This is an optimization exercise on Yosys and OpenROAD, whose aim is small area, not a production implementation. RTL that was checked went through simulation tests only; none was proved equivalent to the original.

==> 07-05: inputs <==
==> flow/design.v (excerpt) <==
module Sobel(
	clk, rst,
	valid_in,
	data_in,
	valid_sob,
	mor,
	the
    );
clock: 7.0 ns
lec_check: 0
abc_area: 1
cap_margin: 20
core_margin: 2
core_utilization: 70
slew_margin: 20
standard.sh (not shown) runs the stock make flow with config.mk's settings and CLKGATE_MAP_FILE= SYNTH_SCRIPT=/design/flow/synth_recipe.tcl, a recipe that flattens the netlist after the stock synthesis.
==> flow/flow/run.sh <==
#!/bin/bash
# The standard layout (standard.sh), with one change: Yosys does not
# extract full adders (ADDER_MAP_FILE empty), so ABC maps the adders.
set -euo pipefail
bash standard.sh ADDER_MAP_FILE= finish > standard.log 2>&1
==> 12-20: changes against 07-05 <==
==> flow/design.v (replaced) <==
`timescale 1ns / 1ps
module Sobel(
	clk, rst,
	valid_in,
	data_in,
	valid_sob,
	mor,
	the
    );
parameter WIDE = 64,
          HIGN = 64,
          DW = 8;
input clk, rst;
input valid_in;
input [DW-1:0] data_in;
output reg valid_sob;
output [DW-1:0] mor;
output [3:0] the;
localparam [15:0] REGS = 16'h5554;
localparam integer NREG = 0 + REGS[0]+REGS[1]+REGS[2]+REGS[3]+REGS[4]+REGS[5]+REGS[6]+REGS[7]
                + REGS[8]+REGS[9]+REGS[10]+REGS[11]+REGS[12]+REGS[13]+REGS[14]+REGS[15];
localparam LAT = WIDE + NREG - 1;
wire [DW-1:0] tap_r1, tap_r1m, tap_r2;
Line_buff #(.NUM(2*WIDE), .DW(DW)) lb(
	.clk(clk),
	.data_in(data_in),
	.tap_a(tap_r1),     
	.tap_b(tap_r1m),    
	.tap_c(tap_r2)      
	);
reg [5:0] col, row;
always @(posedge clk or negedge rst)
	if(!rst) begin
		col <= 6'd0;
		row <= 6'd0;
	end else if(valid_in) begin
		col <= col + 1'b1;
		if(col == WIDE-1)
			row <= row + 1'b1;
	end
wire inner = valid_in && (row >= 2) && (col != 0) && (col != WIDE-1);
wire [DW-1:0] gx = inner ? tap_r1 - tap_r1m : {DW{1'b0}};
wire [DW-1:0] gy = inner ? tap_r2 - data_in : {DW{1'b0}};
Cordic_top #(.REGS(REGS)) cor(
	.clk(clk),
	.gx(gx),
	.gy(gy),
	.mag(mor),
	.bin(the)
	);
reg [6:0] since_end;
wire frame_end = valid_in && (row == HIGN-1) && (col == WIDE-1);
always @(posedge clk or negedge rst)
	if(!rst)
		since_end <= 7'h7f;
	else if(frame_end)
		since_end <= 7'd1;
	else if(since_end != 7'h7f)
		since_end <= since_end + 1'b1;
wire valid_lat = (valid_in && ({row, col} >= LAT)) || (since_end <= LAT);
always @(posedge clk or negedge rst)
	if(!rst)
		valid_sob <= 1'b0;
	else
		valid_sob <= valid_lat;
endmodule
`timescale 1ns / 1ps
module Line_buff(
	clk,
	data_in,
	tap_a,
	tap_b,
	tap_c
    );
parameter NUM = 128,
          DW = 8;
input clk;
input [DW-1:0] data_in;
output [DW-1:0] tap_a, tap_b, tap_c;
reg [DW-1:0] sr[1:NUM];
integer i;
always @(posedge clk) begin
	sr[1] <= data_in;
	for(i = 2; i <= NUM; i = i + 1)
		sr[i] <= sr[i-1];
end
assign tap_a = sr[NUM/2-1];
assign tap_b = sr[NUM/2+1];
assign tap_c = sr[NUM];
endmodule
`timescale 1ns / 1ps
module Cordic_top(
	clk,
	gx, gy,
	mag, bin
    );
parameter [15:0] REGS = 16'hffff;
input clk;
input [7:0] gx, gy;
output [7:0] mag;
output [3:0] bin;
wire sx = gx[7], sy = gy[7];
wire [7:0] ax = sx ? 8'd0 - gx : gx;
wire [7:0] ay = sy ? 8'd0 - gy : gy;
wire fl = ax < ay;
wire [7:0] ox = fl ? ay : ax;
wire [7:0] oy = fl ? ax : ay;
wire [7:0] x0 = ox + oy;
wire [7:0] y0 = oy - ox;
wire z00  = ~|{ax, ay};
wire b128 = ax[7] & ay[7];
wire [19:0] xw[0:14], yw[0:14];
wire [8:0]  sw[0:14];
wire [4:0]  fw[0:14];    
Cordic_pipe #(.W(54), .EN(REGS[0])) p0(.clk(clk),
	.d({{x0, 12'b0}, {y0, 12'b0}, 9'b0, fl, sx, sy, z00, b128}),
	.q({xw[0], yw[0], sw[0], fw[0]}));
genvar n;
generate
for(n = 1; n <= 14; n = n + 1) begin : step
	wire [19:0] xo, yo;
	wire [8:0] so;
	wire [4:0] fo;
	Cordic_ir_unit #(.N(n)) u(
		.in_x(xw[n-1]), .in_y(yw[n-1]),
		.out_x(xo), .out_y(yo));
	if(n <= 9)
		assign so = {sw[n-1][7:0], ~yw[n-1][19]};
	else
		assign so = sw[n-1];
	if(n == 9) begin : binning
		wire [3:0] b;
		Cordic_post bp(.sig(so), .flags(fw[n-1]), .bin(b));
		assign fo = {b, 1'b0};
	end else begin : keep
		assign fo = fw[n-1];
	end
	Cordic_pipe #(.W(54), .EN(REGS[n])) p(.clk(clk),
		.d({xo, yo, so, fo}), .q({xw[n], yw[n], sw[n], fw[n]}));
end
endgenerate
wire [7:0] m;
Coridc_pre sc(.x(xw[14]), .mag(m));
Cordic_pipe #(.W(12), .EN(REGS[15])) po(.clk(clk),
	.d({m, fw[14][4:1]}), .q({mag, bin}));
endmodule
module Cordic_pipe(clk, d, q);
parameter W = 1, EN = 1;
input clk;
input [W-1:0] d;
output [W-1:0] q;
generate
if(EN) begin : r
	reg [W-1:0] q_r;
	always @(posedge clk)
		q_r <= d;
	assign q = q_r;
end else begin : w
	assign q = d;
end
endgenerate
endmodule
`timescale 1ns / 1ps
module Coridc_pre(x, mag);
input [19:0] x;
output [7:0] mag;
wire s = x[19];
wire [19:0] x1 = {s, x[19:1]} + {2'b00, s, x[19:3]};
wire [19:0] x2 = {5'b0, s, x[19:6]} + {8'b0, s, x[19:9]};
wire [19:0] x3 = x1 - x2;
wire [19:0] x4 = {11'b0, x3[19], x3[19:12]};
wire [19:0] x5 = x3 - x4;
assign mag = x5[19:12];
endmodule
`timescale 1ns / 1ps
`timescale 1ns / 1ps
module Cordic_ir_unit(
	in_x, in_y,
	out_x, out_y
    );
parameter N = 1;
input [19:0] in_x, in_y;
output [19:0] out_x, out_y;
wire neg = in_y[19];
wire [19:0] dx = $signed(in_x) >>> N;
wire [19:0] dy = $signed(in_y) >>> N;
assign out_x = add_c(in_x, dy ^ {20{neg}}, neg);
assign out_y = add_c(in_y, dx ^ {20{~neg}}, ~neg);
function [19:0] add_c;
	input [19:0] a, b;
	input ci;
	integer i;
	reg c;
	begin
		c = ci;
		for(i = 0; i < 20; i = i + 1) begin
			add_c[i] = a[i] ^ b[i] ^ c;
			c = (a[i] & b[i]) | (a[i] & c) | (b[i] & c);
		end
	end
endfunction
endmodule
`timescale 1ns / 1ps
module Cordic_post(sig, flags, bin);
input [8:0] sig;
input [4:0] flags;       
output [3:0] bin;
wire fl = flags[4], sx = flags[3], sy = flags[2], z00 = flags[1], b128 = flags[0];
wire [2:0] base =
	z00          ? 3'd0 :
	b128         ? 3'd2 :
	(sig[8] & sig[7]) ? 3'd4 :
	(sig >= 9'b011000110) ? 3'd2 :
	(sig >= 9'b001011111) ? 3'd1 : 3'd0;
wire [3:0] v1 = fl ? 4'd4 - base : {1'b0, base};
wire [3:0] v2 = sx ? 4'd8 - v1 : v1;
assign bin = sy ? 4'd0 - v2 : v2;
endmodule
CORE_UTILIZATION = 40   (was 70)
==> 09-15: changes against 07-05 <==
--- a/flow/design.v
+++ b/flow/design.v
@@ -34,18 +34,30 @@
 		col <= 6'd0;
 		row <= 6'd0;
 	end else if(valid_in) begin
 		col <= col + 1'b1;
 		if(col == WIDE-1)
 			row <= row + 1'b1;
 	end
 wire inner = valid_in && (row >= 2) && (col != 0) && (col != WIDE-1);
-wire [DW-1:0] gx = inner ? tap_r1 - tap_r1m : {DW{1'b0}};
-wire [DW-1:0] gy = inner ? tap_r2 - data_in : {DW{1'b0}};
+wire [DW-1:0] gx = inner ? sub8(tap_r1, tap_r1m) : {DW{1'b0}};
+wire [DW-1:0] gy = inner ? sub8(tap_r2, data_in) : {DW{1'b0}};
+function [7:0] sub8;
+	input [7:0] a, b;
+	integer i;
+	reg c;
+	begin
+		c = 1'b1;
+		for(i = 0; i < 8; i = i + 1) begin
+			sub8[i] = a[i] ^ ~b[i] ^ c;
+			c = (a[i] & ~b[i]) | (a[i] & c) | (~b[i] & c);
+		end
+	end
+endfunction
 Cordic_top #(.REGS(REGS)) cor(
 	.clk(clk),
 	.gx(gx),
 	.gy(gy),
 	.mag(mor),
 	.bin(the)
 	);
 reg [6:0] since_end;
@@ -90,75 +102,89 @@
 endmodule
 `timescale 1ns / 1ps
 module Cordic_top(
 	clk,
 	gx, gy,
 	mag, bin
     );
 parameter [15:0] REGS = 16'hd554;
-parameter KW = 15;
 input clk;
 input [7:0] gx, gy;
 output [7:0] mag;
 output [3:0] bin;
 wire sx = gx[7], sy = gy[7];
 wire [7:0] ax = add8(gx ^ {8{sx}}, 8'd0, sx);
 wire [7:0] ay = add8(gy ^ {8{sy}}, 8'd0, sy);
 wire [8:0] dd = add9({1'b0, ax}, {1'b0, ~ay}, 1'b1);
 wire fl = ~dd[8];                      
 wire [7:0] x0 = add8(ax, ay, 1'b0);    
 wire [7:0] y0 = add8(dd[7:0] ^ {8{~fl}}, 8'd0, ~fl);
 wire xy0 = ~|{ax, ay} | (ax[7] & ay[7]);
 wire [19:0] xw[0:14], yw[0:14];
-wire [8:0]  sw[0:14];
+wire [2:0]  sw[0:14];    
 wire [3:0]  fw[0:14];    
-Cordic_pipe #(.W(53), .EN(REGS[0])) p0(.clk(clk),
-	.d({{x0, 12'b0}, {y0, 12'b0}, 9'b0, fl, sx, sy, xy0}),
+Cordic_pipe #(.W(47), .EN(REGS[0])) p0(.clk(clk),
+	.d({{x0, 12'b0}, {y0, 12'b0}, 3'b0, fl, sx, sy, xy0}),
 	.q({xw[0], yw[0], sw[0], fw[0]}));
 genvar n;
 generate
 for(n = 1; n <= 14; n = n + 1) begin : step
 	wire [19:0] xo, yo;
-	wire [8:0] so;
+	wire [2:0] so;
 	wire [3:0] fo;
-	wire sgn;    
-	if(n < KW) begin : std
-		Cordic_ir_unit #(.N(n)) u(
-			.in_x(xw[n-1]), .in_y(yw[n-1]),
-			.out_x(xo), .out_y(yo));
-		assign sgn = yw[n-1][19];
-	end else begin : mag
-		wire [19:0] v;
-		if(n == KW)
-			assign v = {yw[n-1][19], yw[n-1][18:0] ^ {19{yw[n-1][19]}}};
-		else
-			assign v = yw[n-1];
-		Cordic_core #(.N(n)) u(
-			.in_x(xw[n-1]), .in_v(v),
-			.out_x(xo), .out_v(yo));
-		assign sgn = v[19];
-	end
-	if(n <= 9)
-		assign so = {sw[n-1][7:0], ~sgn};
+	Cordic_ir_unit #(.N(n)) u(
+		.in_x(xw[n-1]), .in_y(yw[n-1]),
+		.out_x(xo), .out_y(yo));
+	wire sgn = yw[n-1][19];    
+	if(n <= 3)
+		assign so = {sw[n-1][1:0], ~sgn};
+	else if(n == 4)
+		assign so = cls_init({sw[n-1], ~sgn});
+	else if(n <= 9)
+		assign so = cls_step(sw[n-1], ~sgn, T1[9-n], T2[9-n]);
 	else
 		assign so = sw[n-1];
 	if(n == 9) begin : binning
-		Cordic_post bp(.sig(so), .flags(fw[n-1]), .bin(fo));
+		Cordic_post bp(.cls(so), .flags(fw[n-1]), .bin(fo));
 	end else begin : keep
 		assign fo = fw[n-1];
 	end
-	Cordic_pipe #(.W(53), .EN(REGS[n])) p(.clk(clk),
+	Cordic_pipe #(.W(47), .EN(REGS[n])) p(.clk(clk),
 		.d({xo, yo, so, fo}), .q({xw[n], yw[n], sw[n], fw[n]}));
 end
 endgenerate
 wire [7:0] m;
 Coridc_pre sc(.x(xw[14]), .mag(m));
 Cordic_pipe #(.W(12), .EN(REGS[15])) po(.clk(clk),
 	.d({m, fw[14]}), .q({mag, bin}));
+localparam [8:0] T1 = 9'b001011111, T2 = 9'b011000110;
+function [2:0] cls_init;      
+	input [3:0] p;
+	begin
+		if(p[3] & p[2])            cls_init = 3'd5;
+		else if(p > T2[8:5])       cls_init = 3'd4;
+		else if(p == T2[8:5])      cls_init = 3'd3;
+		else if(p > T1[8:5])       cls_init = 3'd2;
+		else if(p == T1[8:5])      cls_init = 3'd1;
+		else                       cls_init = 3'd0;
+	end
+endfunction
+function [2:0] cls_step;
+	input [2:0] c;
+	input b, t1, t2;
+	begin
+		if(c == 3'd1)
+			cls_step = (b == t1) ? 3'd1 : (b ? 3'd2 : 3'd0);
+		else if(c == 3'd3)
+			cls_step = (b == t2) ? 3'd3 : (b ? 3'd4 : 3'd2);
+		else
+			cls_step = c;
+	end
+endfunction
 function [7:0] add8;
 	input [7:0] a, b;
 	input ci;
 	integer i;
 	reg c;
 	begin
 		c = ci;
 		for(i = 0; i < 8; i = i + 1) begin
@@ -239,54 +265,27 @@
 		for(i = 0; i < 8; i = i + 1) begin
 			add8[i] = a[i] ^ b[i] ^ c;
 			c = (a[i] & b[i]) | (a[i] & c) | (b[i] & c);
 		end
 	end
 endfunction
 endmodule
 `timescale 1ns / 1ps
-module Cordic_core(
-	in_x, in_v,
-	out_x, out_v
-    );
-parameter N = 5;
-input [19:0] in_x, in_v;
-output [19:0] out_x, out_v;
-wire s = in_v[19];
-wire [19:0] w = {1'b0, in_v[18:0]};
-wire [19:0] dx = $signed(in_x) >>> N;
-assign out_x = add_c(in_x, w >> N, s);
-wire [19:0] d = add_c(w, ~dx, 1'b1);
-assign out_v = {s ^ d[19], d[18:0] ^ {19{d[19]}}};
-function [19:0] add_c;
-	input [19:0] a, b;
-	input ci;
-	integer i;
-	reg c;
-	begin
-		c = ci;
-		for(i = 0; i < 20; i = i + 1) begin
-			add_c[i] = a[i] ^ b[i] ^ c;
-			c = (a[i] & b[i]) | (a[i] & c) | (b[i] & c);
-		end
-	end
-endfunction
-endmodule
 `timescale 1ns / 1ps
 module Cordic_ir_unit(
 	in_x, in_y,
 	out_x, out_y
     );
 parameter N = 1;
 input [19:0] in_x, in_y;
 output [19:0] out_x, out_y;
 wire neg = in_y[19];
-wire [19:0] dx = $signed(in_x) >>> N;
-wire [19:0] dy = $signed(in_y) >>> N;
+wire [19:0] dx = {{N{in_x[19]}}, in_x[19:N]};
+wire [19:0] dy = {{N{in_y[19]}}, in_y[19:N]};
 assign out_x = add_c(in_x, dy ^ {20{neg}}, neg);
 assign out_y = add_c(in_y, dx ^ {20{~neg}}, ~neg);
 function [19:0] add_c;
 	input [19:0] a, b;
 	input ci;
 	integer i;
 	reg c;
 	begin
@@ -294,22 +293,22 @@
 		for(i = 0; i < 20; i = i + 1) begin
 			add_c[i] = a[i] ^ b[i] ^ c;
 			c = (a[i] & b[i]) | (a[i] & c) | (b[i] & c);
 		end
 	end
 endfunction
 endmodule
 `timescale 1ns / 1ps
-module Cordic_post(sig, flags, bin);
-input [8:0] sig;
+module Cordic_post(cls, flags, bin);
+input [2:0] cls;
 input [3:0] flags;       
 output [3:0] bin;
 wire fl = flags[3], sx = flags[2], sy = flags[1], xy0 = flags[0];
 wire [2:0] base =
-	xy0               ? {1'b0, sx, 1'b0} :
-	(sig[8] & sig[7]) ? 3'd4 :
-	(sig >= 9'b011000110) ? 3'd2 :
-	(sig >= 9'b001011111) ? 3'd1 : 3'd0;
+	xy0          ? {1'b0, sx, 1'b0} :
+	(cls == 3'd5) ? 3'd4 :
+	(cls >= 3'd3) ? 3'd2 :
+	(cls >= 3'd1) ? 3'd1 : 3'd0;
 wire [3:0] v1 = fl ? 4'd4 - base : {1'b0, base};
 wire [3:0] v2 = sx ? 4'd8 - v1 : v1;
 assign bin = sy ? 4'd0 - v2 : v2;
 endmodule
CTS_BUF_LIST = sky130_fd_sc_hd__clkbuf_8   (was not set)
CTS_CLUSTER_DIAMETER = 60   (was not set)
CTS_CLUSTER_SIZE = 18   (was not set)
GPL_TIMING_DRIVEN = 0   (was not set)
==> metrics.md <==
| Metric | Value |
|---|---|
| Status | complete, no violations |
| Crit path largest cell delay | 0.41 ns |
| Post-Route Skew | 0.06578 ns |
| Fin crit share | 97.11% |
| Setup TNS | 0 ns |
| Post CTS Setup Buffer Count | 6 |
| Syn Area/Cell | about 9.2 um2 |
| Met1 Usage GRT | 29.61% |
| Total wire length | 78.29 mm |
| Worst Hold Slack | 0.2877 ns |
| Biggest regs | lb.sr (1024), cor.step.p.r.q_r (275), cor.po.r.q_r (12) |
| HPWL Detailed | about 57 mm |
| Rel. slew slack | 36.79% |
That was 09-15.
==> metrics.md <==
| Metric | Value |
|---|---|
| Status | failed layout checks |
| Fail Reasons | negative setup slack |
| Worst setup margin | -0.3530 ns |
| Post CTS Setup Buffer Count | 5 |
| Setup TNS | -0.7869 ns |
| HPWL Detailed | 60.04 mm |
| Syn Area/Cell | between 9 and 10 um2 |
| Met1 Usage GRT | 33.40% |
| Post-Route Skew | 0.1207 ns |
| Final setup vio count | 3 |
| Biggest regs | lb.sr (1024), cor.step.p.r.q_r (284), cor.po.r.q_r (12) |
That was 07-05.
==> metrics.md <==
| Metric | Value |
|---|---|
| Status | failed layout checks |
| Fail Reasons | negative setup slack |
| Syn Area/Cell | 9.176 um2 |
| Rel. slew slack | 40.17% |
| Final setup vio count | 4 |
| Biggest regs | lb.sr (1024), cor.step.p.r.q_r (288), since_end (7) |
| Worst Hold Slack | 0.2852 ns |
| HPWL Detailed | around 56 mm |
| Worst setup margin | -0.1808 ns |
| Total wire length | 77.16 mm |
| Post CTS Setup Buffer Count | 26 |
That was 12-20.
No functional check of the RTL was part of 07-05 and 12-20.

==> static timing again, ports no longer ideal <==
In the flow no input, the clock included, has a driving cell. The finished layouts below were timed again as built, in two steps.
Step 1: set_driving_cell puts a clkbuf_16 on clk and a buf_2 on each other input, an assumption about the parent block.
Step 2 adds t to the input delays and takes it off the output delays; t is the mean of the earliest and latest rising clock arrival at the registers after step 1. Input paths then give back, and output paths get back, about the clock's delay inside the block.
a / b / c = no drivers / after step 1 / after step 2; a / b = the first two.
run	shift t [ns]	setup WS [ns]	worst slew at a driven data input, ns
07-05	0.752	-0.353 / -0.353 / -0.436	0.08
12-20	0.771	-0.181 / -0.249 / -0.222	0.08
09-15	0.785	0.202 / 0.239 / -0.547	0.03
With both steps, setup timing fails in 09-15, where it was met with ideal ports. For 09-15, which loses most, drivers alone change the setup slack by +0.037 ns; drivers and shift together by -0.749 ns.
